What follows belongs to an exercise in optimizing a design on an open flow for small area; a production flow would make more cautious choices.
Where RTL was checked, it was by simulation tests only, not by an equivalence proof against the original.
The RTL of run 1 was laid out without a check of its function.
No run shown here takes its clock network from TritonCTS; it comes from the design's own scripts or RTL.
The clock input has no modelled driver; a real chip could not lean on it and would need a root buffer or a full tree.
Power is estimated from default activity; no workload was simulated.

==> design/flow/design.v <==
`timescale 1ns / 1ps
module ds18b20(
  input        CLOCK_50,
  input        Q_KEY ,
  input        ds_in,        
  output       ds_pull_low,  
  output [7:0] SEG7_SEG,
  output [3:0] SEG7_SEL
);
wire clk = CLOCK_50;
wire rst = Q_KEY;
function [10:0] U;
  input integer k;
  integer i;
  reg [10:0] x;
  begin
    x = 11'd0;
    for (i = 0; i < k % 2048; i = i + 1)
      x = {x[9:0], x[10] ^ x[8] ^ (x[9:0] == 10'd0)};
    U = x;
  end
endfunction
reg [10:0] sl;
reg [2:0]  pos;
reg [5:0]  c50;
reg [3:0]  bc;
wire       sl_z   = (sl[9:0] == 10'd0);
wire       step   = sl[10] & sl_z;           
wire [2:0] pos_nx = pos + step;
always @(posedge clk or posedge rst)
  if (rst) begin
    sl  <= U(1023);
    pos <= 3'd0;
    c50 <= 6'd0;
    bc  <= 4'd0;
  end else begin
    sl  <= {sl[9:0], sl[10] ^ sl[8] ^ sl_z};
    pos <= pos_nx;
    c50 <= (c50 == 6'd49) ? 6'd0 : c50 + 1'b1;
    bc  <= (bc == 4'd10) ? 4'd0 : bc + 1'b1;
  end
wire tick = (c50 == 6'd25);
function [9:0] T;
  input integer k;
  integer i;
  reg [9:0] x;
  begin
    x = 10'd0;
    for (i = 0; i < (k + 1023) % 1023; i = i + 1)
      x = {x[8:0], ~(x[9] ^ x[6])};
    T = x;
  end
endfunction
reg        rs, cv;
reg [5:0]  s;
reg [9:0]  c;
reg        pl;             
reg [3:0]  t_lo;           
reg [7:0]  d;              
reg        v;              
wire [31:0] cmd = 32'hBECC44CC;
wire wbit = cmd[s[4:0]];
wire rd   = s[5];
wire wr   = ~rs & ~cv & ~rd;
wire rdsl = ~rs & ~cv & rd;
wire       wrap = (c == T(-1));
wire [9:0] c_nx = {c[8:0], ~(c[9] ^ c[6])};
wire [5:0] s_nx = s + wrap;
always @(posedge clk or posedge rst)
  if (rst) begin
    rs <= 1'b1;
    cv <= 1'b0;
    s  <= 6'd63;
    c  <= T(-1);
    pl <= 1'b0;
  end else if (tick) begin
    s <= s_nx;
    c <= c_nx;
    if (rs) begin
      if (c == T(0))   pl <= 1'b1;
      if (c == T(502)) pl <= 1'b0;
      if ((c == T(605) && ds_in) || c == T(1007)) c <= T(0);
      if (c == T(1007)) rs <= 1'b0;
    end else if (cv) begin
      if ((ds_in && (s[5] | s[4])) || (s[5] && s[1:0] == 2'b11 && c == T(564))) begin
        cv <= 1'b0;
        rs <= 1'b1;
        s  <= 6'd16;
        c  <= T(0);
      end
    end else if (!rd) begin
      if (wbit) begin
        if (c == T(0)) pl <= 1'b1;
        if (c == T(2)) pl <= 1'b0;
      end else begin
        if (c == T(1))  pl <= 1'b1;
        if (c == T(82)) pl <= 1'b0;
      end
      if (c == T(82)) begin
        if (s[3:0] == 4'd15) begin
          c <= T(-2);
          if (s[4]) s <= 6'd47;
          else      cv <= 1'b1;
        end else
          c <= T(-1);
      end
    end else begin
      if (c == T(0)) pl <= 1'b1;
      if (c == T(2)) pl <= 1'b0;
      if (c == T(70)) begin
        if (s[3:0] == 4'd15) begin
          rs <= 1'b1;
          c  <= T(-2);
        end else
          c <= T(-1);
      end
    end
  end
assign ds_pull_low = pl;
wire sample  = rdsl & (c == T(14));    
wire written = rdsl & (c == T(15));
wire commit  = written & (bc == 4'd10) & (c50 >= 6'd36);
always @(posedge clk)
  if (sample) v <= ds_in;
integer i;
always @(posedge clk or posedge rst)
  if (rst) begin
    t_lo <= 4'hF;
    d    <= 8'h01;
  end else begin
    for (i = 0; i < 4; i = i + 1)
      if (written && s[3:0] == i) t_lo[i] <= v;
    for (i = 0; i < 8; i = i + 1)
      if (commit && s[3:0] == i + 4) d[i] <= v;
  end
wire [2:0] addr_nx = pos_nx;           
wire [2:0] addr    = pos;              
reg [3:0] sel;
always @(*) begin
  sel = 4'b1111;
  if (!addr_nx[2]) sel[addr_nx[1:0]] = 1'b0;
end
assign SEG7_SEL = sel;
wire [7:0] frac10 = {4'd0, t_lo} * 8'd10;
wire [3:0] frac = frac10[7:4];
function [3:0] a3(input [3:0] x);
  case (x)
    4'd5: a3 = 4'd8; 4'd6: a3 = 4'd9; 4'd7: a3 = 4'd10; 4'd8: a3 = 4'd11; 4'd9: a3 = 4'd12;
    4'd0, 4'd1, 4'd2, 4'd3, 4'd4: a3 = x;
    default: a3 = 4'bxxxx;
  endcase
endfunction
wire [3:0] q1 = a3({1'b0, d[7:5]});
wire [3:0] q2 = a3({q1[2:0], d[4]});
wire [3:0] q3 = a3({q2[2:0], d[3]});
wire [3:0] q4 = a3({q3[2:0], d[2]});
wire [3:0] r1 = a3({1'b0, q1[3], q2[3], q3[3]});
wire [3:0] q5 = a3({q4[2:0], d[1]});
wire [3:0] r2 = a3({r1[2:0], q4[3]});
wire [3:0] ones = {q5[2:0], d[0]};
wire [3:0] tens = {r2[2:0], q5[3]};
wire [3:0] hund = {2'b0, r1[3], r2[3]};
reg [3:0] digit;
always @(*)
  case (addr)
    3'd0: digit = frac;
    3'd1: digit = ones;
    3'd2: digit = tens;
    3'd3: digit = hund;
    default: digit = 4'd0;
  endcase
reg blank;           
always @(posedge clk or posedge rst)
  if (rst) blank <= 1'b1;
  else     blank <= 1'b0;
reg [6:0] seg;
always @(*)
  case (digit)
    4'd0: seg = 7'h40;
    4'd1: seg = 7'h79;
    4'd2: seg = 7'h24;
    4'd3: seg = 7'h30;
    4'd4: seg = 7'h19;
    4'd5: seg = 7'h12;
    4'd6: seg = 7'h02;
    4'd7: seg = 7'h78;
    4'd8: seg = 7'h00;
    4'd9: seg = 7'h10;
    default: seg = 7'bxxxxxxx;
  endcase
assign SEG7_SEG = blank ? 8'hFF : {addr != 3'd1, seg};
endmodule
==> design/flow/flow/run.sh <==
#!/bin/bash
# Layout flow: the standard flow (standard.sh), with these changes:
#  - synthesis: ORFS's synthesis script unchanged except for the ABC
#    technology-mapping step, which uses an area-only script (deepsyn, then
#    area mapping) instead of ORFS's script, whose buffering and up-sizing
#    steps add area. Flip-flop mapping, flattening and renaming are as in
#    synth_recipe.tcl, so the registers are the standard synthesis's.
#    Synthesis runs NSEED times with different ABC seeds, in parallel, and
#    the netlist with the least cell area is laid out.
#  - every port gets a sky130_fd_sc_hd__buf_1 buffer (the standard flow uses
#    clkdlybuf4s50_1).
#  - after CTS, post_cts.tcl (if cts.env exists) replaces the clock tree with
#    a one-level tree of MY_CTS_NBUF buffers, one per cluster of flip-flops.
# Each make run's output goes to a log file in this folder; ORFS's own
# per-step logs are kept under orfs*/logs.
set -euo pipefail
W=$(pwd)
FD=$W/flow
NSEED=${NSEED:-6}

# synthesis core: ORFS's synth.tcl with the abc call pointed at our script
sed "s#log_cmd abc {\*}\$abc_args#log_cmd abc -script \$::env(MY_ABC_SCRIPT) {*}[lrange \$abc_args 2 end]#" \
  "$FLOW_HOME/scripts/synth.tcl" > $W/my_synth_core.tcl
grep -q "MY_ABC_SCRIPT" $W/my_synth_core.tcl

# The standard flow's synthesis script, sourcing the modified core
sed "s#source \$::env(SCRIPTS_DIR)/synth.tcl#source $W/my_synth_core.tcl#" \
  $W/synth_recipe.tcl > $W/my_synth.tcl
grep -q "my_synth_core.tcl" $W/my_synth.tcl

# The standard flow, with the synthesis script swapped
sed "s#SYNTH_SCRIPT=[^ ]*synth_recipe.tcl#SYNTH_SCRIPT=$W/my_synth.tcl#" standard.sh > $W/my_standard.sh
grep -q "my_synth.tcl" $W/my_standard.sh
grep -q "WORK_HOME=$W/orfs " $W/my_standard.sh

# synthesis trials
for i in $(seq 0 $((NSEED - 1))); do
  printf 'strash\n&get -n\n&deepsyn -T 60 -S %d\n&put\ndch\namap\n' $i > $W/abc_s$i.script
  sed "s#WORK_HOME=$W/orfs #WORK_HOME=$W/orfs_s$i #" $W/my_standard.sh > $W/my_standard_s$i.sh
  MY_ABC_SCRIPT=$W/abc_s$i.script bash $W/my_standard_s$i.sh synth > $W/synth_s$i.log 2>&1 &
done
wait
best=-1; best_area=1e30
for i in $(seq 0 $((NSEED - 1))); do
  a=$(grep -h "Chip area for module" $W/orfs_s$i/reports/*/ds18b20/base/synth_stat.txt | head -1 | awk '{print $NF}')
  echo "seed $i: synthesis cell area $a" | tee -a $W/synth_trials.log
  if [[ -n "$a" ]] && awk -v a="$a" -v b="$best_area" 'BEGIN {exit !(a < b)}'; then best=$i; best_area=$a; fi
done
echo "using seed $best ($best_area)" | tee -a $W/synth_trials.log
[[ $best -ge 0 ]]
mv $W/orfs_s$best $W/orfs

EXTRA=()
if [[ -f $FD/cts.env ]]; then
  MY_CTS_ROOT=
  source $FD/cts.env
  export MY_CTS_NBUF MY_CTS_BUF MY_CTS_ROOT
  EXTRA+=("POST_CTS_TCL=$FD/post_cts.tcl")
fi
MY_ABC_SCRIPT=$W/abc_s$best.script bash $W/my_standard.sh finish \
  BUFFER_PORTS_ARGS="-buffer_cell sky130_fd_sc_hd__buf_1" "${EXTRA[@]}" > $W/flow_make.log 2>&1
==> design/flow/flow/cts.env <==
MY_CTS_NBUF=4
MY_CTS_BUF=sky130_fd_sc_hd__clkinv_4
MY_CTS_ROOT=sky130_fd_sc_hd__clkinv_2
==> design/flow/flow/post_cts.tcl <==
# POST_CTS hook: replace the clock tree TritonCTS built with a one-level tree:
# the clock port drives NBUF clock buffers, each placed at the centre of a
# cluster of flip-flops and driving that cluster's clock pins. Every
# flip-flop's clock passes through exactly one buffer of the same type.
set nbuf  $::env(MY_CTS_NBUF)
set bufm  $::env(MY_CTS_BUF)
set db    [ord::get_db]
set block [ord::get_db_block]
set master [$db findMaster $bufm]
set root  [$block findNet CLOCK_50]

# clock sinks (flip-flop CLK pins) on the nets TritonCTS made, and the cells it added
set sinks {}
set old_insts {}
set old_nets {}
foreach net [$block getNets] {
  set name [$net getName]
  if {![string match "clknet_*" $name]} { continue }
  lappend old_nets $net
  foreach it [$net getITerms] {
    set inst [$it getInst]
    set mname [[$inst getMaster] getName]
    if {[string match "*clkbuf*" $mname] || [string match "clkload*" [$inst getName]] || [string match "clkbuf_*" [$inst getName]]} {
      if {[lsearch -exact $old_insts $inst] < 0} { lappend old_insts $inst }
    } else {
      lappend sinks $it
    }
  }
}
foreach it [$root getITerms] {
  set inst [$it getInst]
  if {[lsearch -exact $old_insts $inst] < 0} { lappend sinks $it }
}
puts "post_cts: [llength $sinks] clock sinks, removing [llength $old_insts] cells and [llength $old_nets] nets"
foreach it $sinks { $it disconnect }
foreach inst $old_insts {
  foreach it [$inst getITerms] { if {[$it getNet] ne "NULL"} { $it disconnect } }
  odb::dbInst_destroy $inst
}
foreach net $old_nets { odb::dbNet_destroy $net }

# k-means on the sink locations
set pts {}
foreach it $sinks {
  set bb [[$it getInst] getBBox]
  lappend pts [list [expr {([$bb xMin] + [$bb xMax]) / 2.0}] [expr {([$bb yMin] + [$bb yMax]) / 2.0}]]
}
set n [llength $pts]
set cap [expr {($n + $nbuf - 1) / $nbuf}]
set sorted [lsort -real -index 0 $pts]
set cent {}
for {set k 0} {$k < $nbuf} {incr k} {
  lappend cent [lindex $sorted [expr {int(($k + 0.5) * $n / $nbuf)}]]
}
# balanced k-means: each cluster takes at most cap sinks, nearest pairs first
for {set iter 0} {$iter < 30} {incr iter} {
  set pairs {}
  set i 0
  foreach p $pts {
    for {set k 0} {$k < $nbuf} {incr k} {
      set c [lindex $cent $k]
      lappend pairs [list [expr {abs([lindex $p 0] - [lindex $c 0]) + abs([lindex $p 1] - [lindex $c 1])}] $i $k]
    }
    incr i
  }
  set assign [lrepeat $n -1]
  set fill [lrepeat $nbuf 0]
  foreach pr [lsort -real -index 0 $pairs] {
    lassign $pr dd i k
    if {[lindex $assign $i] >= 0 || [lindex $fill $k] >= $cap} { continue }
    lset assign $i $k
    lset fill $k [expr {[lindex $fill $k] + 1}]
  }
  set newc {}
  for {set k 0} {$k < $nbuf} {incr k} {
    set sx 0; set sy 0; set m 0
    foreach p $pts a $assign { if {$a == $k} { set sx [expr {$sx + [lindex $p 0]}]; set sy [expr {$sy + [lindex $p 1]}]; incr m } }
    if {$m > 0} { lappend newc [list [expr {$sx / $m}] [expr {$sy / $m}]] } else { lappend newc [lindex $cent $k] }
  }
  set cent $newc
}

# optional root cell (an inverter, with inverting leaves, keeps the polarity)
set leaf_in $root
if {[info exists ::env(MY_CTS_ROOT)] && $::env(MY_CTS_ROOT) ne ""} {
  set rinst [odb::dbInst_create $block [$db findMaster $::env(MY_CTS_ROOT)] "clkroot_my"]
  set leaf_in [odb::dbNet_create $block "clknet_my_root"]
  $leaf_in setSigType CLOCK
  foreach it [$rinst getITerms] {
    set mt [[$it getMTerm] getName]
    if {$mt eq "A"} { $it connect $root }
    if {$mt eq "X" || $mt eq "Y"} { $it connect $leaf_in }
  }
  set sx 0; set sy 0
  foreach c $cent { set sx [expr {$sx + [lindex $c 0]}]; set sy [expr {$sy + [lindex $c 1]}] }
  $rinst setLocation [expr {int($sx / $nbuf)}] [expr {int($sy / $nbuf)}]
  $rinst setPlacementStatus PLACED
  puts "post_cts: root $::env(MY_CTS_ROOT)"
}
for {set k 0} {$k < $nbuf} {incr k} {
  set inst [odb::dbInst_create $block $master "clkbuf_my_$k"]
  set net  [odb::dbNet_create $block "clknet_my_$k"]
  $net setSigType CLOCK
  foreach it [$inst getITerms] {
    set mt [[$it getMTerm] getName]
    if {$mt eq "A"} { $it connect $leaf_in }
    if {$mt eq "X" || $mt eq "Y"} { $it connect $net }
  }
  set c [lindex $cent $k]
  $inst setLocation [expr {int([lindex $c 0])}] [expr {int([lindex $c 1])}]
  $inst setPlacementStatus PLACED
  set m 0
  foreach it $sinks a $assign { if {$a == $k} { $it connect $net; incr m } }
  puts "post_cts: clkbuf_my_$k ($bufm) drives $m sinks"
}
detailed_placement
check_placement -verbose
estimate_parasitics -placement
report_clock_skew
==> design/flow/standard.sh <==
#!/bin/bash
# synth_recipe.tcl (not shown) runs the flow's synth.tcl, then flattens the netlist and writes it again
# the make line also repeats each setting of config.mk as NAME=value (left out here)
make -C /OpenROAD-flow-scripts/flow DESIGN_CONFIG=/design/flow/config.mk WORK_HOME=/design/flow/orfs CLKGATE_MAP_FILE= SYNTH_SCRIPT=/design/flow/synth_recipe.tcl "${@:-finish}"
==> design/flow/config.mk <==
export PLATFORM = sky130hd
export DESIGN_NAME = ds18b20
export DESIGN_NICKNAME = ds18b20
export VERILOG_FILES = /design/flow/design.v
export SDC_FILE = /design/flow/constraint.sdc
export NUM_CORES = 4
export LEC_CHECK = 0
export ABC_AREA = 1
export CAP_MARGIN = 20
export CORE_MARGIN = 2
export CORE_UTILIZATION = 40
export SLEW_MARGIN = 20
==> design/flow/constraint.sdc <==
create_clock -name core_clock -period 10.0 [get_ports {CLOCK_50}]
set_input_delay 2.0000 -clock core_clock [delete_from_list [all_inputs] [get_ports {CLOCK_50}]]
set_output_delay 2.0000 -clock core_clock [all_outputs]
set_load 0.01 [all_outputs]
==> run summary, run 1 <==
- The internal portion of the total power is roughly 250 uW.
- Multiplexer cells account for 0% of the synthesized area.
* Net switching share of the total power: 27.78%
- The startpoint identified for the worst register-to-register timing path is rs.
- The number of antenna violations at the first check in global routing came to 0.
- Dominant combinational cell family by area after synthesis: simple AND/OR/NAND/NOR gates
- When the netlist entered floorplanning its net count stood at ~400.
* Number of vias per cell: around 5.5
- Dividing the final minimum period by the clock period gives 70.98%.
- Placed insts: about 500
* Basic-gate share of the synthesized area counting and, or, nand and nor cells: a little over a fifth
- Placeable core area: between 7000 and 8000 sq um
- Crit path capture type: output port
- The total overflow left after global routing is 0.
- In the global route stage, overall resource usage came out at 16.37%.
* Synth Area in XOR/XNOR: 0%
* DRT Wirelength: 6.760 mm
- The run finished with no timing, DRC or antenna violations.
- Combinational logic is responsible for 5.5% of the overall power.
- Mapped Avg Cell Area: ~8.4 sq um
- The pre-antenna-repair detailed-routing pass consisted of 4 iterations.
* Max-cap violations: 0
- Power spread over the standard cell area amounts to just over 100 nW/um^2.
- In this run, synthesis produced a sequential element count of 57.
* Rel. slew slack: a little over two fifths
- The wire-length estimate of the detail-placed layout is roughly 5 mm.
- Post-synth design cell area: 3194 sq um
* Adder-cell share of the synthesized area: 6.502%
* Final-layout setup total negative slack: 0 ns
- For this run, design rule violations remaining after detail routing come to 0.
* Type of the worst min-delay path: reg2reg
- The number of failing hold endpoints at the final stage was 0.
- Together, buffers and inverters on the worst path number 5.
- After the first detailed-routing iteration, the DRC count stood at 142.
* Sink count of the clock tree: 57
- Standard-cell rows: 32
* Final GP Congestion: roughly 0.93
- I/O Buffers: 15
- In this run the vertical extent of the chip is 93.37 microns.
- After technology mapping, the gate count stands at 380.
* Critical Path Most Common Cell: sky130_fd_sc_hd__clkinv_1
* Worst path slowest cell: sky130_fd_sc_hd__a2111oi_0
* Final layout net count: 423
- The critical path is of the reg2out type.
- Fill cells in the final layout number roughly 760.
* Ports placed on the boundary: 16
- Vias in the first global route: ~2600
* Largest fanout on the critical path: 8
- Synth-to-Final Area Change: 7.638%
- Once detail routing completed, the nets flagged for antenna violations numbered 0.
- The die covers ~8700 sq um.
* Initial Util: 41.34%
- The signal on the critical path passes through o311ai_0 > nand3_1 > o21ai_0 > nor2_1 > a21oi_1 > clkinv_1 > o32ai_1 > nor3_1 > clkinv_1 > nand3_1 > a21boi_0 > nor2_1 > a211oi_1 > a2111oi_0 > clkinv_1 > ha_1 > clkinv_1 > o21ai_0 > buf_1.
* Non-filler instance count after layout: 504
* Clock transition at the registers of the reported paths: 0.12 ns
* Unrepaired setup endpoints after global routing: no
* Insertion delay to the later sink of the worst-skew pair: ~0.34 ns
* Min cycle time layout: 7.098 ns
- Skew final: 0.02669 ns
- Routed length per instance: 13.41 microns
- Final core utilization: 44.49%
* Complex-gate fraction of the synthesized area: 20.25%
* Total count of max-transition violations in the final report: 0
- Static Leak: 0.001294 uW
* Global-route wire length before repair: 11.96 mm
- The tightest hold path in the finished design has a slack of 0.3709 ns.
* Share of final-layout standard cells stronger than drive strength 1: 7.463%
- Of the total power, the clock network draws 25.1%.
- Largest voltage drop on the vdd net: 0.04657 mV
- Yosys mapped the design onto 39 distinct sky130hd cell types.
* Pin count of the biggest net entering global routing: 57
* Arrival time of data at the critical path endpoint: 5.10 ns
* Proportion of synthesized chip area in sequential cells: 45.63%
* Die Width: 93.37 microns
- Data on the critical path is required at its endpoint by 8.00 ns.
- Relative contribution of sequential cells to total power: 69.4%
* DR vias: 2770
- Crit path launch type: register
- Endpoints failing setup: 0
- Critical path's largest stage delay: around 0.75 ns
- Dominant delay contributor by cell family on the critical path: compound AO/OA/AOI/OAI gates
- For this run, the top clock speed supported by timing is 0.1409 GHz.
- HP Start: sl[6]
- Number of antenna diodes: 0
- Worst Setup SP: d[3]
- For this run, the number of Yosys warnings is 1.
- The analysis attributes to net switching a power of approximately 96 uW.
- Pin slew with the least headroom to its limit: between 0.8 and 0.9 ns
==> state kept, by name (all words and copies together) (netlist names), 3 cells and up <==
name  count
sl       11
c        10
d         8
c50       6
s         6
bc        4
t_lo      4
pos       3
==> power by group through the flow <==
stage	combinational, uW	sequential [uW]	clock (uW)
finish	18.9	240	86.8
global placement	18.9	244	0
global route	22.0	241	100
floorplan	13.4	243	0
detailed placement	19.0	244	0
==> area by class of cell <==
type | instances | area, sq um | share of cell area [%]
Multi-Input combinational cell | 269 | 1539 | 44.76
Sequential cell | 57 | 1458 | 42.39
Inverter | 59 | 242.7 | 7.060
Tap cell | 102 | 127.6 | 3.712
Timing Repair Buffer | 17 | 71.32 | 2.074
==> routing by layer <==
metal / share of wire, % / wire length [microns] / GRT usage, %
met5: 0 / 0 / 0
met2: 47 / 3187 / 27.94
met1: 47 / 3194 / 22.57
met3: 4.4 / 299 / 2.015
met4: 1.2 / 78 / 3.064
==> Yosys cell counts <==
| cell | count | area, sq um |
|---|---|---|
| sky130_fd_sc_hd__a2111o_1 | 1 | 11.26 |
| sky130_fd_sc_hd__a2111oi_0 | 1 | 8.760 |
| sky130_fd_sc_hd__a211oi_1 | 4 | 30.03 |
| sky130_fd_sc_hd__a21boi_0 | 1 | 7.510 |
| sky130_fd_sc_hd__a21oi_1 | 21 | 105.1 |
| sky130_fd_sc_hd__a221oi_1 | 2 | 17.52 |
| sky130_fd_sc_hd__a22oi_1 | 1 | 7.510 |
| sky130_fd_sc_hd__a31oi_1 | 2 | 12.51 |
| sky130_fd_sc_hd__a32oi_1 | 1 | 8.760 |
| sky130_fd_sc_hd__and2_0 | 1 | 6.260 |
| sky130_fd_sc_hd__and3b_1 | 1 | 8.760 |
| sky130_fd_sc_hd__clkinv_1 | 54 | 202.7 |
| sky130_fd_sc_hd__conb_1 | 1 | 3.750 |
| sky130_fd_sc_hd__dfrtp_1 | 35 | 875.8 |
| sky130_fd_sc_hd__dfstp_2 | 21 | 551.8 |
| sky130_fd_sc_hd__edfxtp_1 | 1 | 30.03 |
| sky130_fd_sc_hd__fa_1 | 1 | 20.02 |
| sky130_fd_sc_hd__ha_1 | 15 | 187.7 |
| sky130_fd_sc_hd__nand2_1 | 29 | 108.9 |
| sky130_fd_sc_hd__nand2b_1 | 2 | 12.51 |
| sky130_fd_sc_hd__nand3_1 | 13 | 65.06 |
| sky130_fd_sc_hd__nand4_1 | 5 | 31.28 |
| sky130_fd_sc_hd__nor2_1 | 48 | 180.2 |
| sky130_fd_sc_hd__nor2b_1 | 3 | 18.77 |
| sky130_fd_sc_hd__nor3_1 | 14 | 70.07 |
| sky130_fd_sc_hd__nor4_1 | 5 | 31.28 |
| sky130_fd_sc_hd__o211ai_1 | 2 | 15.01 |
| sky130_fd_sc_hd__o21ai_0 | 51 | 255.2 |
| sky130_fd_sc_hd__o221ai_1 | 3 | 26.28 |
| sky130_fd_sc_hd__o22a_1 | 1 | 8.760 |
| sky130_fd_sc_hd__o22ai_1 | 10 | 62.56 |
| sky130_fd_sc_hd__o311ai_0 | 3 | 26.28 |
| sky130_fd_sc_hd__o31ai_1 | 1 | 7.510 |
| sky130_fd_sc_hd__o32a_1 | 1 | 10.01 |
| sky130_fd_sc_hd__o32ai_1 | 2 | 17.52 |
| sky130_fd_sc_hd__o41ai_1 | 1 | 8.760 |
| sky130_fd_sc_hd__or2_0 | 7 | 43.79 |
| sky130_fd_sc_hd__or3_1 | 11 | 68.82 |
| sky130_fd_sc_hd__or4_1 | 4 | 30.03 |
==> cells in the final DEF, fill, tap and decap left out, drive strengths merged, types with 2 or more instances in the layout <==
cell,instances
o21ai,51
buf,17
o22ai,10
ha,15
or3,11
o32ai,2
nor4,5
nand2,29
o311ai,3
or4,4
nor2b,3
dfstp,21
nand2b,2
dfrtp,35
a221oi,2
o221ai,3
o211ai,2
nand4,5
a21oi,21
a211oi,4
nor3,14
or2,7
a31oi,2
nand3,13
nor2,48
clkinv,58
==> kinds of logic (layout without fill, tap and decap cells) <==
logic type / after synthesis / count (layout)
compound gates: 109 / 109
fa+ha+maj: 16 / 16
buf+inv: 54 / 76
flops: 57 / 57
other cells: 1 / 1
simple gates: 143 / 143
==> worst reg2reg max path, delay by kind of cell (launching register included) <==
kind | cells | cell delay [ns]
simple gates | 7 | 2.04
compound gates | 1 | 0.19
flops | 1 | 0.43
==> final timing paths <==
check                                   end  slack, ns  depth (start not counted)
worst max-delay path            SEG7_SEG[3]       2.90                         19
worst max register to register         d[7]       7.28                          8
worst min register to register        sl[7]       0.37                          0
max in group asynchronous            c50[2]       7.70                          3
min in group asynchronous             bc[2]       1.80                          3
worst min-delay path                  sl[7]       0.37                          0
==> stage by stage <==
| step | total power (uW) | worst slack [ns] | area (sq um) |
|---|---|---|---|
| 2_1_floorplan | 256.2 | 3.981 | 3194 |
| 3_3_place_gp | 262.9 | 3.557 | 3398 |
| 3_5_place_dp | 262.9 | 3.320 | 3398 |
| 5_1_grt | 363.1 | 2.271 | 3438 |
| 6_report | 345.9 | 2.902 | 3438 |
==> run 2: changes to the inputs <==
--- a/design/flow/design.v
+++ b/design/flow/design.v
@@ -51,7 +51,7 @@
     T = x;
   end
 endfunction
-reg        rs, cv;
+reg        cv;
 reg [5:0]  s;
 reg [9:0]  c;
 reg        pl;             
@@ -60,33 +60,35 @@
 reg        v;              
 wire [31:0] cmd = 32'hBECC44CC;
 wire wbit = cmd[s[4:0]];
+wire rs   = ~cv & s[5] & ~s[4];
 wire rd   = s[5];
-wire wr   = ~rs & ~cv & ~rd;
-wire rdsl = ~rs & ~cv & rd;
+wire wr   = ~cv & ~s[5];
+wire rdsl = ~cv & s[5] & s[4];
 wire       wrap = (c == T(-1));
 wire [9:0] c_nx = {c[8:0], ~(c[9] ^ c[6])};
 wire [5:0] s_nx = s + wrap;
 always @(posedge clk or posedge rst)
   if (rst) begin
-    rs <= 1'b1;
     cv <= 1'b0;
-    s  <= 6'd63;
+    s  <= 6'd32;
     c  <= T(-1);
     pl <= 1'b0;
   end else if (tick) begin
     s <= s_nx;
     c <= c_nx;
-    if (rs) begin
+    if (cv) begin
+      if ((ds_in && (s[5] | s[4])) || (s[5] && s[1:0] == 2'b11 && c == T(564))) begin
+        cv <= 1'b0;
+        s  <= 6'd34;
+        c  <= T(0);
+      end
+    end else if (rs) begin
       if (c == T(0))   pl <= 1'b1;
       if (c == T(502)) pl <= 1'b0;
-      if ((c == T(605) && ds_in) || c == T(1007)) c <= T(0);
-      if (c == T(1007)) rs <= 1'b0;
-    end else if (cv) begin
-      if ((ds_in && (s[5] | s[4])) || (s[5] && s[1:0] == 2'b11 && c == T(564))) begin
-        cv <= 1'b0;
-        rs <= 1'b1;
-        s  <= 6'd16;
-        c  <= T(0);
+      if (c == T(605) && ds_in) c <= T(0);
+      if (c == T(1007)) begin
+        c <= T(0);
+        s <= {1'b0, s[1], 4'd0};
       end
     end else if (!rd) begin
       if (wbit) begin
@@ -109,15 +111,15 @@
       if (c == T(2)) pl <= 1'b0;
       if (c == T(70)) begin
         if (s[3:0] == 4'd15) begin
-          rs <= 1'b1;
-          c  <= T(-2);
+          s <= 6'd32;
+          c <= T(-2);
         end else
           c <= T(-1);
       end
     end
   end
 assign ds_pull_low = pl;
-wire sample  = rdsl & (c == T(14));    
+wire sample  = tick & rdsl & (c == T(14));
 wire written = rdsl & (c == T(15));
 wire commit  = written & (bc == 4'd10) & (c50 >= 6'd36);
 always @(posedge clk)
--- a/design/flow/flow/run.sh
+++ b/design/flow/flow/run.sh
@@ -9,14 +9,17 @@
 #    the netlist with the least cell area is laid out.
 #  - every port gets a sky130_fd_sc_hd__buf_1 buffer (the standard flow uses
 #    clkdlybuf4s50_1).
-#  - after CTS, post_cts.tcl (if cts.env exists) replaces the clock tree with
-#    a one-level tree of MY_CTS_NBUF buffers, one per cluster of flip-flops.
+#  - after CTS, post_cts.tcl (if cts.env exists) replaces the clock tree
+#    TritonCTS built with a smaller one: MY_CTS_NBUF cells of type MY_CTS_BUF,
+#    each driving one balanced cluster of flip-flops, fed by the clock port or
+#    by one MY_CTS_ROOT cell (two inverter levels keep the clock's polarity).
+#    Every flip-flop's clock passes through the same number and types of cells.
 # Each make run's output goes to a log file in this folder; ORFS's own
 # per-step logs are kept under orfs*/logs.
 set -euo pipefail
 W=$(pwd)
 FD=$W/flow
-NSEED=${NSEED:-6}
+NSEED=${NSEED:-8}
 
 # synthesis core: ORFS's synth.tcl with the abc call pointed at our script
 sed "s#log_cmd abc {\*}\$abc_args#log_cmd abc -script \$::env(MY_ABC_SCRIPT) {*}[lrange \$abc_args 2 end]#" \
==> design/flow/flow/cts.env (replaced) <==
MY_CTS_NBUF=4
MY_CTS_BUF=sky130_fd_sc_hd__clkbuf_8
--- a/design/flow/flow/post_cts.tcl
+++ b/design/flow/flow/post_cts.tcl
@@ -1,7 +1,8 @@
-# POST_CTS hook: replace the clock tree TritonCTS built with a one-level tree:
-# the clock port drives NBUF clock buffers, each placed at the centre of a
-# cluster of flip-flops and driving that cluster's clock pins. Every
-# flip-flop's clock passes through exactly one buffer of the same type.
+# POST_CTS hook: replace the clock tree TritonCTS built with a smaller tree:
+# NBUF cells of type MY_CTS_BUF, each placed at the centre of a balanced
+# cluster of flip-flops and driving that cluster's clock pins, fed by the clock
+# port directly or through one MY_CTS_ROOT cell. Every flip-flop's clock passes
+# through the same number and types of cells.
 set nbuf  $::env(MY_CTS_NBUF)
 set bufm  $::env(MY_CTS_BUF)
 set db    [ord::get_db]
==> run summary, run 2 <==
- Clock transition at the registers of the reported paths: 0.09 ns (was 0.12 ns)
* Endpoints failing setup: 0 (unchanged)
- Commonest non-fill, non-tap cell in the layout: sky130_fd_sc_hd__clkinv_1 (unchanged)
* Met3 wire len: 321 microns (was 299 microns)
- Min cycle time layout: 6.039 ns (was 7.098 ns)
* Detailed-route wire length on metal 1: 3.044 mm (was 3.194 mm)
* DR vias: 2810 (was 2770)
* Critical path's largest stage delay: 0.44 ns (was 0.75 ns)
* Pin count of the biggest net entering global routing: 56 (was 57)
- I/O Buffers: 15 (unchanged)
- Skew final: 0.005944 ns (was 0.02669 ns)
- The net count after synthesis was 405 (was 399).
- Die Width: 93.49 microns (was 93.37 microns)
- The required time of the worst setup path was 8.00 ns (about the same).
- Maximum clock rate: 0.1656 GHz (was 0.1409 GHz)
- Most numerous cell in the Yosys netlist: sky130_fd_sc_hd__clkinv_1 (unchanged)
- Registers with the most flip-flops: sl x11, c x10, d x8 (unchanged).
- Crit path capture type: output port (unchanged)
* Static Leak: 0.001311 uW (was 0.001294 uW)
- Die Footprint: 8739 sq um (was 8717 sq um)
* Highest routed layer: met4 (unchanged)
* Gate count of the mapped netlist: 386 (was 380)
- Starting DRC count in detailed routing: 199 (was 142)
* Largest voltage drop on the vdd net: 0.07887 mV (was 0.04657 mV)
* Most instantiated cells after synthesis: sky130_fd_sc_hd__clkinv_1 (61), sky130_fd_sc_hd__nor2_1 (53), sky130_fd_sc_hd__o21ai_0 (47), sky130_fd_sc_hd__dfrtp_1 (40), sky130_fd_sc_hd__nand2_1 (29) (was sky130_fd_sc_hd__clkinv_1 (54), sky130_fd_sc_hd__o21ai_0 (51), sky130_fd_sc_hd__nor2_1 (48), sky130_fd_sc_hd__dfrtp_1 (35), sky130_fd_sc_hd__nand2_1 (29))
* Ratio of final minimum period to clock period: 60.39% (was 70.98%)
* Largest register by flop count: sl (unchanged)
* Ordered list of cells on the worst path: clkinv_1 > nor2_1 > clkinv_1 > nor2_1 > nor3_1 > a211oi_1 > nor2_1 > o21a_1 > o21ai_0 > clkinv_1 > nor3_1 > a21oi_1 > a31o_1 > o21ai_0 > nor2_1 > a21oi_1 > o21ai_0 > buf_1 (was o311ai_0 > nand3_1 > o21ai_0 > nor2_1 > a21oi_1 > clkinv_1 > o32ai_1 > nor3_1 > clkinv_1 > nand3_1 > a21boi_0 > nor2_1 > a211oi_1 > a2111oi_0 > clkinv_1 > ha_1 > clkinv_1 > o21ai_0 > buf_1)
- Final GP Congestion: 0.9049 (was 0.9257)
* Critical Path Most Common Cell: sky130_fd_sc_hd__nor2_1 (was sky130_fd_sc_hd__clkinv_1)
* Insertion delay to the later sink of the worst-skew pair: 0.15 ns (was 0.34 ns)
- Initial Util: 41.45% (was 41.34%)
- Pre-Repair DR Iteration Count: 5 (was 4)
- Pin slew with the least headroom to its limit: 0.6642 ns (was 0.8466 ns)
- Number of vias per cell: 5.531 (was 5.496)
- Non-filler instance count after layout: 508 (was 504)
- Placed insts: 504 (was 499)
* Final-layout setup total negative slack: 0 ns (unchanged)
- Worst path slowest cell: sky130_fd_sc_hd__o21ai_0 (was sky130_fd_sc_hd__a2111oi_0)
* Number of flip-flops under the largest register name: 11 (unchanged)
* Vias in the first global route: 2688 (was 2591)
- The final cell utilization of the core was 44.64% (was 44.49%).
* Cells taking the most area after synthesis: sky130_fd_sc_hd__dfrtp_1 (31%), sky130_fd_sc_hd__dfstp_2 (12%), sky130_fd_sc_hd__o21ai_0 (7.3%), sky130_fd_sc_hd__clkinv_1 (7.1%), sky130_fd_sc_hd__nor2_1 (6.2%) (was sky130_fd_sc_hd__dfrtp_1 (27%), sky130_fd_sc_hd__dfstp_2 (17%), sky130_fd_sc_hd__o21ai_0 (8.0%), sky130_fd_sc_hd__clkinv_1 (6.3%), sky130_fd_sc_hd__ha_1 (5.9%))
- The startpoint class of the critical path is a register (unchanged).
* DRT Wirelength: 6.671 mm (was 6.760 mm)
* Remaining number of nets flagged by the antenna check after routing: 0 (unchanged)
- Most frequent cells in the layout: sky130_fd_sc_hd__clkinv_1 (60), sky130_fd_sc_hd__nor2_1 (53), sky130_fd_sc_hd__o21ai_0 (47), sky130_fd_sc_hd__dfrtp_1 (40), sky130_fd_sc_hd__nand2_1 (29) (was sky130_fd_sc_hd__clkinv_1 (53), sky130_fd_sc_hd__o21ai_0 (51), sky130_fd_sc_hd__nor2_1 (48), sky130_fd_sc_hd__dfrtp_1 (35), sky130_fd_sc_hd__nand2_1 (29)).
- The maximum fanout along the worst path came to 5 (was 8).
- The pre-CTS setup slack was 4.212 ns (was 3.320 ns).
* Sink count of the clock tree: 56 (was 57)
* Total count of max-transition violations in the final report: 0 (unchanged)
* Type of the worst min-delay path: reg2reg (unchanged)
- The total power density per cell area was 99.40 nW/um^2 (was 100.6 nW/um^2).
- Main synth FF type: sky130_fd_sc_hd__dfrtp_1 (unchanged)
* Hold WS: 0.3586 ns (was 0.3709 ns)
- The placeable core region came to 7727 sq um (unchanged).
- Arrival time of data at the critical path endpoint: 4.04 ns (was 5.10 ns)
- Rel. slew slack: 55.72% (was 42.10%)
- Dominant delay contributor by cell family on the critical path: compound AO/OA/AOI/OAI gates (unchanged)
- The layout overhead on the synthesized area was 7.695% (was 7.638%).
- Number of synthesized flops with an enable pin: 1 (unchanged)
* Post-synthesis async set-or-reset flop share: 98.21% (was 98.25%)
* Final layout net count: 427 (was 423)
- Synth Register Bits: 56 (was 57)
* Ports placed on the boundary: 16 (unchanged)
* Standard-cell rows: 32 (unchanged)
- Post-synth design cell area: 3203 sq um (was 3194 sq um)
* Share of final-layout standard cells stronger than drive strength 1: 5.172% (was 7.463%)
* Count of cells along the worst register-to-register path: 13 (was 8)
* Met2 wire len: 3.279 mm (was 3.187 mm)
- Unrepaired setup endpoints after global routing: no (unchanged)
* Buffer and inverter count on the worst path: 4 (was 5)
- Critical path type: reg2out (unchanged)
- DRC violation count after routing: 0 (unchanged)
- The number of cells on the worst hold path was 0 (unchanged).
- The global-route congestion overflow total was 0 (unchanged).
- Status: complete, no violations (unchanged)
* Area share of the largest cell type after synthesis: 31.25% (was 27.42%)
- All-layer global routing usage: 16.36% (was 16.37%)
- The first-pass GRT wire length came to 11.78 mm (was 11.96 mm).
* Antenna violations before repair: 0 (unchanged)
- The share of the yosys chip area belonging to registers is 44.49% (was 45.63%).
- Final WS setup: 3.961 ns (was 2.902 ns)
- Routed length per instance: 13.13 microns (was 13.41 microns)
* Number of logic stages on the critical path including buffering: 18 (was 19)
- The placed wire-length estimate was 5.093 mm (was 4.974 mm).
- Yosys synthesis warning count: 1 (unchanged)
- The max capacitance violation total is 0 (unchanged).
* Hold violation count in the final report: 0 (unchanged)
- Number of antenna diodes: 0 (unchanged)
- The cell accounting for the most synthesized area is sky130_fd_sc_hd__dfrtp_1 (unchanged).
- The height of the die was 93.49 microns (was 93.37 microns).
- The count of different cell masters after synthesis is 44 (was 39).
* Mapped Avg Cell Area: 8.298 sq um (was 8.406 sq um)
==> run 2: changes by cell type in the layout (fill, tap and decap cells not counted), sizes merged, moves of 3 or more <==
cell | before | now
or3 | 11 | 14
clkbuf | 0 | 4
dfrtp | 35 | 40
a22oi | 1 | 4
nand3 | 13 | 10
a21oi | 21 | 18
dfstp | 21 | 15
or2 | 7 | 4
nor2 | 48 | 53
o21ai | 51 | 47
==> run 2: layer usage <==
layer	vias to the layer above	track usage, %
met1	1313	22.35
met4	0	4.167
met5	-	0
met3	4	2.256
li1	1412	-
met2	81	27.40
==> run 2: per-stage QoR <==
stage | power [uW] | cell area, sq um
finish | 342.9 | 3450
global placement | 257.3 | 3395
global route | 361.8 | 3450
detailed placement | 257.3 | 3395
floorplan | 250.7 | 3203
==> run 2: logic make-up after synthesis <==
| kind of cell | Yosys count | share of synthesized area [%] |
|---|---|---|
| AOI/OAI and AO/OA | 107 | 20.27 |
| adders and majority gates | 16 | 6.484 |
| buffers and inverters | 61 | 7.148 |
| DFF | 56 | 44.49 |
| other | 1 | 0.1171 |
| and+or+nand+nor | 145 | 21.48 |
==> run 2: report_power, final <==
part	internal, uW	switching (uW)
Clock	36.8	53.3
Sequential	231	4.70
Combinational	4.62	13.0
Total	272	71.0
==> run 2: cell type report <==
class	count	area, sq um
flip-flops and latches	56	1425
fillers	764	4278
inverters	61	229.0
repair buffers	16	63.81
well taps	102	127.6
multi-input cells	269	1549
plain buffers	4	55.05
==> run 2: path summary, 6_finish.rpt <==
check	from	end	slack, ns
worst max-delay path	d[7]	SEG7_SEG[6]	3.96
worst min-delay path	sl[6]	sl[7]	0.36
worst max register to register	c[0]	c[0]	7.16
worst min register to register	sl[6]	sl[7]	0.36
max in group asynchronous	Q_KEY	d[5]	7.56
min in group asynchronous	Q_KEY	sl[1]	2.00
==> run 2: worst register-to-register path, cell delays in order (launching register included) <==
cell                       delay [ns]
sky130_fd_sc_hd__dfrtp_1         0.44
sky130_fd_sc_hd__clkinv_1        0.14
sky130_fd_sc_hd__nand2_1         0.08
sky130_fd_sc_hd__nor2_1          0.09
sky130_fd_sc_hd__nand4b_1        0.12
sky130_fd_sc_hd__o311ai_0        0.46
sky130_fd_sc_hd__nor2_1          0.14
sky130_fd_sc_hd__nor2_1          0.30
sky130_fd_sc_hd__clkinv_1        0.14
sky130_fd_sc_hd__o21ai_0         0.14
sky130_fd_sc_hd__o41ai_1         0.13
sky130_fd_sc_hd__nand3_1         0.10
sky130_fd_sc_hd__nand2_1         0.19
sky130_fd_sc_hd__o32ai_1         0.28
==> run 3: changes to the inputs <==
--- a/design/flow/design.v
+++ b/design/flow/design.v
@@ -51,7 +51,7 @@
     T = x;
   end
 endfunction
-reg        cv;
+reg        rs, cv;
 reg [5:0]  s;
 reg [9:0]  c;
 reg        pl;             
@@ -60,35 +60,33 @@
 reg        v;              
 wire [31:0] cmd = 32'hBECC44CC;
 wire wbit = cmd[s[4:0]];
-wire rs   = ~cv & s[5] & ~s[4];
 wire rd   = s[5];
-wire wr   = ~cv & ~s[5];
-wire rdsl = ~cv & s[5] & s[4];
+wire wr   = ~rs & ~cv & ~rd;
+wire rdsl = ~rs & ~cv & rd;
 wire       wrap = (c == T(-1));
 wire [9:0] c_nx = {c[8:0], ~(c[9] ^ c[6])};
 wire [5:0] s_nx = s + wrap;
 always @(posedge clk or posedge rst)
   if (rst) begin
+    rs <= 1'b1;
     cv <= 1'b0;
-    s  <= 6'd32;
+    s  <= 6'd63;
     c  <= T(-1);
     pl <= 1'b0;
   end else if (tick) begin
     s <= s_nx;
     c <= c_nx;
-    if (cv) begin
+    if (rs) begin
+      if (c == T(0))   pl <= 1'b1;
+      if (c == T(502)) pl <= 1'b0;
+      if ((c == T(605) && ds_in) || c == T(1007)) c <= T(0);
+      if (c == T(1007)) rs <= 1'b0;
+    end else if (cv) begin
       if ((ds_in && (s[5] | s[4])) || (s[5] && s[1:0] == 2'b11 && c == T(564))) begin
         cv <= 1'b0;
-        s  <= 6'd34;
+        rs <= 1'b1;
+        s  <= 6'd16;
         c  <= T(0);
-      end
-    end else if (rs) begin
-      if (c == T(0))   pl <= 1'b1;
-      if (c == T(502)) pl <= 1'b0;
-      if (c == T(605) && ds_in) c <= T(0);
-      if (c == T(1007)) begin
-        c <= T(0);
-        s <= {1'b0, s[1], 4'd0};
       end
     end else if (!rd) begin
       if (wbit) begin
@@ -111,8 +109,8 @@
       if (c == T(2)) pl <= 1'b0;
       if (c == T(70)) begin
         if (s[3:0] == 4'd15) begin
-          s <= 6'd32;
-          c <= T(-2);
+          rs <= 1'b1;
+          c  <= T(-2);
         end else
           c <= T(-1);
       end
--- a/design/flow/flow/run.sh
+++ b/design/flow/flow/run.sh
@@ -5,8 +5,9 @@
 #    area mapping) instead of ORFS's script, whose buffering and up-sizing
 #    steps add area. Flip-flop mapping, flattening and renaming are as in
 #    synth_recipe.tcl, so the registers are the standard synthesis's.
-#    Synthesis runs NSEED times with different ABC seeds, in parallel, and
-#    the netlist with the least cell area is laid out.
+#    Synthesis runs once per ABC seed in SEEDS (flow/synth.env), in
+#    parallel; deepsyn is bounded by steps, not time, so each run is
+#    repeatable. The netlist with the least cell area is laid out.
 #  - every port gets a sky130_fd_sc_hd__buf_1 buffer (the standard flow uses
 #    clkdlybuf4s50_1).
 #  - after CTS, post_cts.tcl (if cts.env exists) replaces the clock tree
@@ -19,7 +20,8 @@
 set -euo pipefail
 W=$(pwd)
 FD=$W/flow
-NSEED=${NSEED:-8}
+SEEDS="0 1 2 3"
+if [[ -f $FD/synth.env ]]; then source $FD/synth.env; fi
 
 # synthesis core: ORFS's synth.tcl with the abc call pointed at our script
 sed "s#log_cmd abc {\*}\$abc_args#log_cmd abc -script \$::env(MY_ABC_SCRIPT) {*}[lrange \$abc_args 2 end]#" \
@@ -37,14 +39,14 @@
 grep -q "WORK_HOME=$W/orfs " $W/my_standard.sh
 
 # synthesis trials
-for i in $(seq 0 $((NSEED - 1))); do
-  printf 'strash\n&get -n\n&deepsyn -T 60 -S %d\n&put\ndch\namap\n' $i > $W/abc_s$i.script
+for i in $SEEDS; do
+  printf 'strash\n&get -n\n&deepsyn -I 1 -J 300 -S %d\n&put\ndch\namap\n' $i > $W/abc_s$i.script
   sed "s#WORK_HOME=$W/orfs #WORK_HOME=$W/orfs_s$i #" $W/my_standard.sh > $W/my_standard_s$i.sh
   MY_ABC_SCRIPT=$W/abc_s$i.script bash $W/my_standard_s$i.sh synth > $W/synth_s$i.log 2>&1 &
 done
 wait
 best=-1; best_area=1e30
-for i in $(seq 0 $((NSEED - 1))); do
+for i in $SEEDS; do
   a=$(grep -h "Chip area for module" $W/orfs_s$i/reports/*/ds18b20/base/synth_stat.txt | head -1 | awk '{print $NF}')
   echo "seed $i: synthesis cell area $a" | tee -a $W/synth_trials.log
   if [[ -n "$a" ]] && awk -v a="$a" -v b="$best_area" 'BEGIN {exit !(a < b)}'; then best=$i; best_area=$a; fi
==> design/flow/flow/synth.env (new file) <==
SEEDS="0"
--- a/design/flow/config.mk
+++ b/design/flow/config.mk
@@ -8,5 +8,5 @@
 export ABC_AREA = 1
 export CAP_MARGIN = 20
 export CORE_MARGIN = 2
-export CORE_UTILIZATION = 40
+export CORE_UTILIZATION = 60
 export SLEW_MARGIN = 20
==> run summary, run 3 <==
* Maximum clock rate: 0.1657 GHz (was 0.1656 GHz)
- Crit path capture type: output port (unchanged)
- The top register by number of flip-flops was sl (unchanged).
- The max capacitance violation total is 0 (unchanged).
- Number of flip-flops under the largest register name: 11 (unchanged)
* Skew final: 0.01180 ns (was 0.005944 ns)
- Remaining number of nets flagged by the antenna check after routing: 0 (unchanged)
- Cells taking the most area after synthesis: sky130_fd_sc_hd__dfrtp_1 (28%), sky130_fd_sc_hd__dfstp_2 (18%), sky130_fd_sc_hd__o21ai_0 (7.0%), sky130_fd_sc_hd__clkinv_1 (6.7%), sky130_fd_sc_hd__ha_1 (6.0%) (was sky130_fd_sc_hd__dfrtp_1 (31%), sky130_fd_sc_hd__dfstp_2 (12%), sky130_fd_sc_hd__o21ai_0 (7.3%), sky130_fd_sc_hd__clkinv_1 (7.1%), sky130_fd_sc_hd__nor2_1 (6.2%)).
- The first-pass GRT wire length came to 11.76 mm (was 11.78 mm).
* Sequential cell area: 1458 sq um (was 1425 sq um)
* Hold WS: 0.3677 ns (was 0.3586 ns)
- Required time at the endpoint of the critical path: 8.00 ns (about the same)
- Post-synthesis async set-or-reset flop share: 98.25% (was 98.21%)
- Gate count of the mapped netlist: 366 (was 386)
- Clock transition at the registers of the reported paths: 0.09 ns (about the same)
- The instance area at placement came to 3303 sq um (was 3395 sq um).
- Ratio of final minimum period to clock period: 60.36% (was 60.39%)
* DR vias: 2735 (was 2810)
- The width of the chip is 76.48 microns (was 93.49 microns).
- The height of the die came to 76.48 microns (was 93.49 microns).
- Routed length per instance: 14.55 microns (was 13.13 microns)
- Pin slew with the least headroom to its limit: 0.9931 ns (was 0.6642 ns)
- The register-to-register setup slack is 7.09 ns (was 7.16 ns).
- The number of search-and-repair iterations in the first detailed-routing pass came to 4 (was 5).
- The number of fillers in the final layout came to 437 (was 764).
- Unrepaired setup endpoints after global routing: no (unchanged)
- Min cycle time layout: 6.036 ns (was 6.039 ns)
* Complex-gate fraction of the synthesized area: 20.52% (was 20.27%)
- Status: complete, no violations (unchanged).
* Multiplexer area fraction after synthesis: 0% (unchanged)
- Number of antenna diodes: 0 (unchanged)
- Registers with the most flip-flops: sl x11, c x10, d x8 (unchanged)
* Mapped Avg Cell Area: 8.611 sq um (was 8.298 sq um)
- The worst hold-check path type is reg2reg (unchanged).
- Crit path launch type: register (unchanged)
* Standard-cell rows: 26 (was 32)
* Initial Util: 62.11% (was 41.45%)
- Dominant combinational cell family by area after synthesis: compound AO/OA/AOI/OAI gates (was simple AND/OR/NAND/NOR gates)
- The post-route DRC violation count was 0 (unchanged).
* Hold violation count in the final report: 0 (unchanged)
* Vias in the first global route: 2606 (was 2688)
- Most frequent cells in the layout: sky130_fd_sc_hd__clkinv_1 (55), sky130_fd_sc_hd__o21ai_0 (44), sky130_fd_sc_hd__nor2_1 (42), sky130_fd_sc_hd__dfrtp_1 (35), sky130_fd_sc_hd__nand2_1 (26) (was sky130_fd_sc_hd__clkinv_1 (60), sky130_fd_sc_hd__nor2_1 (53), sky130_fd_sc_hd__o21ai_0 (47), sky130_fd_sc_hd__dfrtp_1 (40), sky130_fd_sc_hd__nand2_1 (29)).
- Starting DRC count in detailed routing: 135 (was 199)
- Rel. slew slack: 32.95% (was 55.72%)
- The worst endpoint data arrival time is 4.04 ns (about the same).
- The dominant register cell in the synthesized netlist is sky130_fd_sc_hd__dfrtp_1 (unchanged).
* Final layout net count: 407 (was 427)
- Areal power density over the cells: 98.58 nW/um^2 (was 99.40 nW/um^2)
- The final routed wirelength across all metal layers came to 6.636 mm (was 6.671 mm).
* Static Leak: 0.001249 uW (was 0.001311 uW)
- The weighted congestion at the end of routability-driven global placement is 0.9318 (was 0.9049).
- The pin count of the biggest net entering global routing was 57 (was 56).
- Most instantiated cells after synthesis: sky130_fd_sc_hd__clkinv_1 (56), sky130_fd_sc_hd__o21ai_0 (44), sky130_fd_sc_hd__nor2_1 (42), sky130_fd_sc_hd__dfrtp_1 (35), sky130_fd_sc_hd__nand2_1 (26) (was sky130_fd_sc_hd__clkinv_1 (61), sky130_fd_sc_hd__nor2_1 (53), sky130_fd_sc_hd__o21ai_0 (47), sky130_fd_sc_hd__dfrtp_1 (40), sky130_fd_sc_hd__nand2_1 (29)).
- Area share of the largest cell type after synthesis: 27.79% (was 31.25%)
- The most repeated cell in the gate-level netlist after synthesis is sky130_fd_sc_hd__clkinv_1 (unchanged).
- Proportion of synthesized chip area in sequential cells: 46.25% (was 44.49%)
- The placeable core region was 5075 sq um (was 7727 sq um).
- The met3 layer usage reported by global route is 4.502% (was 2.256%).
- Most Crowded Layer GR: met2 (unchanged)
* Post-DP HPWL: 4.999 mm (was 5.093 mm)
- All-layer global routing usage: 24.56% (was 16.36%)
* Post-synth design cell area: 3152 sq um (was 3203 sq um)
* Synth-to-Final Area Change: 6.550% (was 7.695%)
* Met1 routing resource usage after global routing: 32.36% (was 22.35%)
* Synth Area in XOR/XNOR: 0% (unchanged)
* Ports placed on the boundary: 16 (unchanged)
- The maximum fanout along the worst path came to 5 (unchanged).
* Commonest non-fill, non-tap cell in the layout: sky130_fd_sc_hd__clkinv_1 (unchanged)
* Endpoints failing setup: 0 (unchanged)
* Adder-cell share of the synthesized area: 6.590% (was 6.484%)
- The number of synthesized register bits is 57 (was 56).
* Total count of max-transition violations in the final report: 0 (unchanged)
* Final-layout setup total negative slack: 0 ns (unchanged)
* Share of final-layout standard cells stronger than drive strength 1: 6.995% (was 5.172%)
- Insertion delay to the later sink of the worst-skew pair: 0.15 ns (about the same)
- The area share of and/or/nand/nor cells after synthesis was 19.85% (was 21.48%).
* Global-route track usage on met2: 41.86% (was 27.40%)
- The average via count per standard cell came to 5.998 (was 5.531).
* Grt total ovfl: 0 (unchanged)
- The cell accounting for the most synthesized area is sky130_fd_sc_hd__dfrtp_1 (unchanged).
- The final cell area excluding filler cells was 3358 sq um (was 3450 sq um).
* Largest voltage drop on the vdd net: 0.08053 mV (was 0.07887 mV)
- The count of different cell masters after synthesis came to 41 (was 44).
- Critical path type: reg2out (unchanged)
- Multi-input gate area: 1484 sq um (was 1549 sq um)
- Yosys synthesis warning count: 1 (unchanged)
* Antenna violations before repair: 0 (unchanged)
* Sink count of the clock tree: 57 (was 56)
- The net count after synthesis is 385 (was 405).
* I/O Buffers: 15 (unchanged)
- The full die area is 5848 sq um (was 8739 sq um).
- The number of enable-type register cells in the synthesized netlist is 1 (unchanged).
-- run 3: cell types whose count changed after synthesis, moves of 6 or more --
cell / previous run / this run
sky130_fd_sc_hd__a21oi_1: 18 / 12
sky130_fd_sc_hd__dfstp_2: 15 / 21
sky130_fd_sc_hd__nor2_1: 53 / 42
sky130_fd_sc_hd__or3_1: 14 / 8
-- run 3: critical path, stage by stage, from the launching register on --
cell and delay, ns:
sky130_fd_sc_hd__dfrtp_1 0.42, sky130_fd_sc_hd__clkinv_1 0.14, sky130_fd_sc_hd__nor2_1 0.24, sky130_fd_sc_hd__o21ai_0 0.18, sky130_fd_sc_hd__o21ai_0 0.17, sky130_fd_sc_hd__nand2_1 0.09, sky130_fd_sc_hd__a32oi_1 0.20, sky130_fd_sc_hd__a21boi_0 0.49
sky130_fd_sc_hd__nand2_1 0.14, sky130_fd_sc_hd__o21ai_0 0.12, sky130_fd_sc_hd__nor2_1 0.06, sky130_fd_sc_hd__a21oi_1 0.20, sky130_fd_sc_hd__nand2_1 0.08, sky130_fd_sc_hd__a311oi_1 0.26, sky130_fd_sc_hd__a21oi_1 0.14, sky130_fd_sc_hd__o311ai_0 0.28
sky130_fd_sc_hd__clkinv_1 0.23, sky130_fd_sc_hd__a21oi_1 0.21, sky130_fd_sc_hd__o21ai_0 0.10, sky130_fd_sc_hd__buf_1 0.13
-- run 3: per-stage QoR --
stage          power, uW  setup WS [ns]  utilization (%)  std cells
3_5_place_dp       244.1          4.236            65.09        452
5_1_grt            345.5          3.334            66.17        456
6_report           331.0          3.964            66.17        456
2_1_floorplan      241.2          4.881                -        366
3_3_place_gp       244.0          4.530            65.09        452
-- run 3: cells by family (layout without fill, tap and decap cells) --
| family | after synthesis | count (layout) |
|---|---|---|
| buffers and inverters | 56 | 76 |
| AND/OR/NAND/NOR | 131 | 131 |
| flip-flops | 57 | 57 |
| other | 1 | 1 |
| AO/OA/AOI/OAI | 105 | 105 |
| adder cells (fa/ha/maj) | 16 | 16 |
-- run 3: routing by layer --
metal	up-vias	share of wire [%]
li1	1355	-
met1	1290	44
met2	77	50
met3	13	4.4
met4	0	1.6
met5	-	0
-- run 3: area by class of cell --
type	count	share of cell area (%)
Buffer	4	1.639
Inverter	56	6.259
Multi-Input combinational cell	253	44.19
Sequential cell	57	43.41
Tap cell	70	2.608
Timing Repair Buffer	16	1.900
-- run 3: path summary, 6_finish.rpt --
| path | to | start | depth (start not counted) |
|---|---|---|---|
| worst max-delay path | SEG7_SEG[6] | d[7] | 19 |
| worst min-delay path | sl[8] | sl[7] | 0 |
| worst max register to register | c[6] | c[4] | 11 |
| worst min register to register | sl[8] | sl[7] | 0 |
| max in group asynchronous | cv | Q_KEY | 3 |
| min in group asynchronous | c[3] | Q_KEY | 3 |
-- run 3: power by group --
group / total [uW] / switching, uW / internal (uW)
clock: 91.5 / 54.7 / 36.8
combinational: 7.66 / 6.23 / 1.43
sequential: 232 / 0.177 / 232
total: 331 / 61.1 / 270
==> run 4: changes to the inputs <==
--- a/design/flow/config.mk
+++ b/design/flow/config.mk
@@ -8,5 +8,5 @@
 export ABC_AREA = 1
 export CAP_MARGIN = 20
 export CORE_MARGIN = 2
-export CORE_UTILIZATION = 60
+export CORE_UTILIZATION = 25
 export SLEW_MARGIN = 20
==> run summary, run 4 <==
- Cells taking the most area after synthesis: sky130_fd_sc_hd__dfrtp_1 (28%), sky130_fd_sc_hd__dfstp_2 (18%), sky130_fd_sc_hd__o21ai_0 (7.0%), sky130_fd_sc_hd__clkinv_1 (6.7%), sky130_fd_sc_hd__ha_1 (6.0%) (unchanged).
* Post-synth design cell area: 3152 sq um (unchanged)
- Initial Util: 25.28% (was 62.11%)
- The register area was 1458 sq um (unchanged).
- Number of synthesized flops with an enable pin: 1 (unchanged)
- The number of failing hold endpoints at the final stage is 0 (unchanged).
- Number of antenna diodes: 0 (unchanged)
- Min cycle time layout: 5.971 ns (was 6.036 ns)
- The most repeated cell in the gate-level netlist after synthesis is sky130_fd_sc_hd__clkinv_1 (unchanged).
- Final GP Congestion: 0.9532 (was 0.9318)
- Insertion delay to the later sink of the worst-skew pair: 0.15 ns (about the same)
- The full die area was 13520 sq um (was 5848 sq um).
* Largest fanout on the critical path: 5 (unchanged)
* Total count of max-transition violations in the final report: 0 (unchanged)
- The internal power was 270.0 uW (was 269.9 uW).
- The slew at the pin closest to its max-slew limit is 0.7906 ns (was 0.9931 ns).
- The area fraction in compound gates after synthesis came to 20.52% (unchanged).
- The fraction of power spent switching nets is 18.94% (was 18.46%).
- Placement-stage cell area: 3431 sq um (was 3303 sq um)
- The aggregate negative setup slack was 0 ns (unchanged).
- Skew final: 0.008590 ns (was 0.01180 ns)
- The fmax was 0.1675 GHz (was 0.1657 GHz).
- The worst relative slew slack was 46.62% (was 32.95%).
* Comb power frac: 2.4% (was 2.3%)
- Pin count of the biggest net entering global routing: 57 (unchanged)
- The number of port buffers was 15 (unchanged).
* Number of vias per cell: 4.885 (was 5.998)
* Most instantiated cells after synthesis: sky130_fd_sc_hd__clkinv_1 (56), sky130_fd_sc_hd__o21ai_0 (44), sky130_fd_sc_hd__nor2_1 (42), sky130_fd_sc_hd__dfrtp_1 (35), sky130_fd_sc_hd__nand2_1 (26) (unchanged)
- The net load switching power is 63.08 uW (was 61.11 uW).
- Vias in the first global route: 2547 (was 2606)
- Y dimension of the die: 116.3 microns (was 76.48 microns)
- Arrival time of data at the critical path endpoint: 3.97 ns (was 4.04 ns)
- Commonest non-fill, non-tap cell in the layout: sky130_fd_sc_hd__clkinv_1 (unchanged)
- Crit path launch type: register (unchanged)
- The max capacitance violation total is 0 (unchanged).
- The area share of xor/xnor cells in the synthesized design is 0% (unchanged).
- Final WS setup: 4.029 ns (was 3.964 ns)
* Gate count of the mapped netlist: 366 (unchanged)
* Remaining number of nets flagged by the antenna check after routing: 0 (unchanged)
- Ports placed on the boundary: 16 (unchanged)
* Post-DP HPWL: 5.137 mm (was 4.999 mm)
- Areal power density over the cells: 95.55 nW/um^2 (was 98.58 nW/um^2)
* Final layout net count: 407 (unchanged)
* Status: complete, no violations (unchanged)
- Basic-gate share of the synthesized area counting and, or, nand and nor cells: 19.85% (unchanged)
- Required time at the endpoint of the critical path: 8.00 ns (about the same)
* Number of flip-flops under the largest register name: 11 (unchanged)
* Crit path capture type: output port (unchanged)
- The pre-CTS setup slack came to 4.243 ns (was 4.236 ns).
- Registers with the most flip-flops: sl x11, c x10, d x8 (unchanged).
* Grt total ovfl: 0 (unchanged)
- Most frequent cells in the layout: sky130_fd_sc_hd__clkinv_1 (55), sky130_fd_sc_hd__o21ai_0 (44), sky130_fd_sc_hd__nor2_1 (42), sky130_fd_sc_hd__dfrtp_1 (35), sky130_fd_sc_hd__nand2_1 (26) (unchanged).
- Relative contribution of sequential cells to total power: 69.6% (was 70.0%)
- Antenna violations before repair: 0 (unchanged)
- Synth-to-Final Area Change: 10.60% (was 6.550%)
- Proportion of synthesized chip area in sequential cells: 46.25% (unchanged)
- Area share of the largest cell type after synthesis: 27.79% (unchanged)
- Net count after synthesis: 385 (unchanged)
- Multiplexer area fraction after synthesis: 0% (unchanged)
- Placeable core area: 12470 sq um (was 5075 sq um)
- Multi-input gate area: 1484 sq um (unchanged)
* Mapped Avg Cell Area: 8.611 sq um (unchanged)
- The number of fillers in the final layout came to 1321 (was 437).
* Synth Register Bits: 57 (unchanged)
* Global-route wire length before repair: 11.38 mm (was 11.76 mm)
- The cell accounting for the most synthesized area is sky130_fd_sc_hd__dfrtp_1 (unchanged).
* Dominant combinational cell family by area after synthesis: compound AO/OA/AOI/OAI gates (unchanged)
- The number of vias after detailed routing came to 2726 (was 2735).
- The ratio of final minimum period to clock period was 59.71% (was 60.36%).
* Clock transition at the registers of the reported paths: 0.09 ns (about the same)
* All-layer global routing usage: 10.26% (was 24.56%)
- Yosys synthesis warning count: 1 (unchanged)
* DRT Wirelength: 6.762 mm (was 6.636 mm)
- Post-synthesis async set-or-reset flop share: 98.25% (unchanged)
- The critical setup path kind is reg2out (unchanged).
* Type of the worst min-delay path: reg2reg (unchanged)
- The final cell area excluding filler cells was 3486 sq um (was 3358 sq um).
- Clock power frac: 28.0% (was 27.6%)
- Pre-Repair DR Iteration Count: 5 (was 4)
* Largest register by flop count: sl (unchanged)
- The share of layout cells above drive strength 1 is 6.995% (unchanged).
- The dominant register cell in the synthesized netlist was sky130_fd_sc_hd__dfrtp_1 (unchanged).
* Static Leak: 0.001249 uW (unchanged)
* DRC violation count after routing: 0 (unchanged)
- Routed length per instance: 12.12 microns (was 14.55 microns)
* Sink count of the clock tree: 57 (unchanged)
* Hold WS: 0.3668 ns (was 0.3677 ns)
- The width of the chip came to 116.3 microns (was 76.48 microns).
- The highest ir drop seen on vdd came to 0.04316 mV (was 0.08053 mV).
- Unrepaired setup endpoints after global routing: no (unchanged)
- Endpoints failing setup: 0 (unchanged)
- The count of different cell masters after synthesis is 41 (unchanged).
- The synthesized-area fraction occupied by adder cells is 6.590% (unchanged).
- Standard-cell rows: 41 (was 26)
- Starting DRC count in detailed routing: 156 (was 135)
[run 4: cell counts in the layout (fill, tap and decap cells not counted)]
Identical to the previous run, type by type.
[run 4: logic make-up (layout without fill, tap and decap cells)]
| family | Yosys count | after routing |
|---|---|---|
| flops | 57 | 57 |
| simple gates | 131 | 131 |
| compound gates | 105 | 105 |
| buf+inv | 56 | 76 |
| other cells | 1 | 1 |
| fa+ha+maj | 16 | 16 |
[run 4: layout make-up]
class | instances | area share, %
multi-input combinational | 253 | 42.57
inverter | 56 | 6.030
timing repair buffer | 16 | 1.831
sequential | 57 | 41.82
buffer | 4 | 1.579
tap | 172 | 6.174
[run 4: power groups by stage]
stage | logic [uW] | clock network, uW | registers, uW
after global routing | 9.38 | 107 | 232
final | 7.91 | 93.3 | 232
after detailed placement | 8.32 | 0 | 236
after global placement | 8.11 | 0 | 236
after floorplan | 5.14 | 0 | 236
[run 4: per-stage QoR]
step                      instances  total power [uW]  util, %
after global routing            558             348.6    27.96
after floorplan                 366             241.2        -
after detailed placement        554             244.4    27.52
final                           558             333.1    27.96
after global placement          554             244.2    27.52
[run 4: worst max-delay path, cell delays in order, from the launching register on]
cell and delay, ns:
sky130_fd_sc_hd__dfrtp_1 0.41, sky130_fd_sc_hd__clkinv_1 0.13, sky130_fd_sc_hd__nor2_1 0.22, sky130_fd_sc_hd__o21ai_0 0.18, sky130_fd_sc_hd__o21ai_0 0.15, sky130_fd_sc_hd__nand2_1 0.09, sky130_fd_sc_hd__a32oi_1 0.19, sky130_fd_sc_hd__a21boi_0 0.47
sky130_fd_sc_hd__nand2_1 0.13, sky130_fd_sc_hd__a21oi_1 0.21, sky130_fd_sc_hd__a221o_1 0.21, sky130_fd_sc_hd__nor3_1 0.06, sky130_fd_sc_hd__a311oi_1 0.26, sky130_fd_sc_hd__a21oi_1 0.16, sky130_fd_sc_hd__o311ai_0 0.24, sky130_fd_sc_hd__clkinv_1 0.21
sky130_fd_sc_hd__a21oi_1 0.23, sky130_fd_sc_hd__o21ai_0 0.12, sky130_fd_sc_hd__buf_1 0.14
[run 4: final timing paths]
path	startpoint	to	slack, ns	depth (start not counted)
max reg2reg	c50[1]	c[3]	7.13	12
min	sl[6]	sl[7]	0.37	0
min in group asynchronous	Q_KEY	sl[3]	2.01	3
max in group asynchronous	Q_KEY	c50[5]	7.52	3
max	d[7]	SEG7_SEG[5]	4.03	18
min reg2reg	sl[6]	sl[7]	0.37	0
[run 4: metal layers]
layer | vias to the layer above | share of wire [%] | track usage (%)
met5 | - | 0 | 0
met3 | 4 | 3.7 | 2.595
met4 | 0 | 0.62 | 2.143
met1 | 1314 | 49 | 13.84
met2 | 60 | 47 | 16.74
li1 | 1348 | - | -

-- port drivers added, routing unchanged --
No port has a modelled driver above. Below, the same layouts with a new extraction and two added sets of constraints. Step 1 sets driving cells, clkbuf_16 on the clock port and buf_2 on the other inputs (assumed; they add their load-dependent delay and slew). Step 2 times the ports against the registers' clock, not the clock port: input delays grow and output delays shrink by t, the midpoint of the rising clock arrivals with the driver on. a / b / c = ideal ports / drivers / drivers and shift; a / b = the first two.
run	t, ns	slack for setup (ns)	hold WS [ns]
run 1	0.360	2.902 / 2.872 / 3.232	0.371 / 0.371 / 0.371
run 2	0.200	3.961 / 3.905 / 4.105	0.359 / 0.359 / 0.359
run 3	0.203	3.964 / 3.907 / 4.110	0.368 / 0.368 / 0.368
run 4	0.207	4.029 / 3.970 / 4.176	0.367 / 0.367 / 0.367
After both steps every run listed still meets setup and hold.
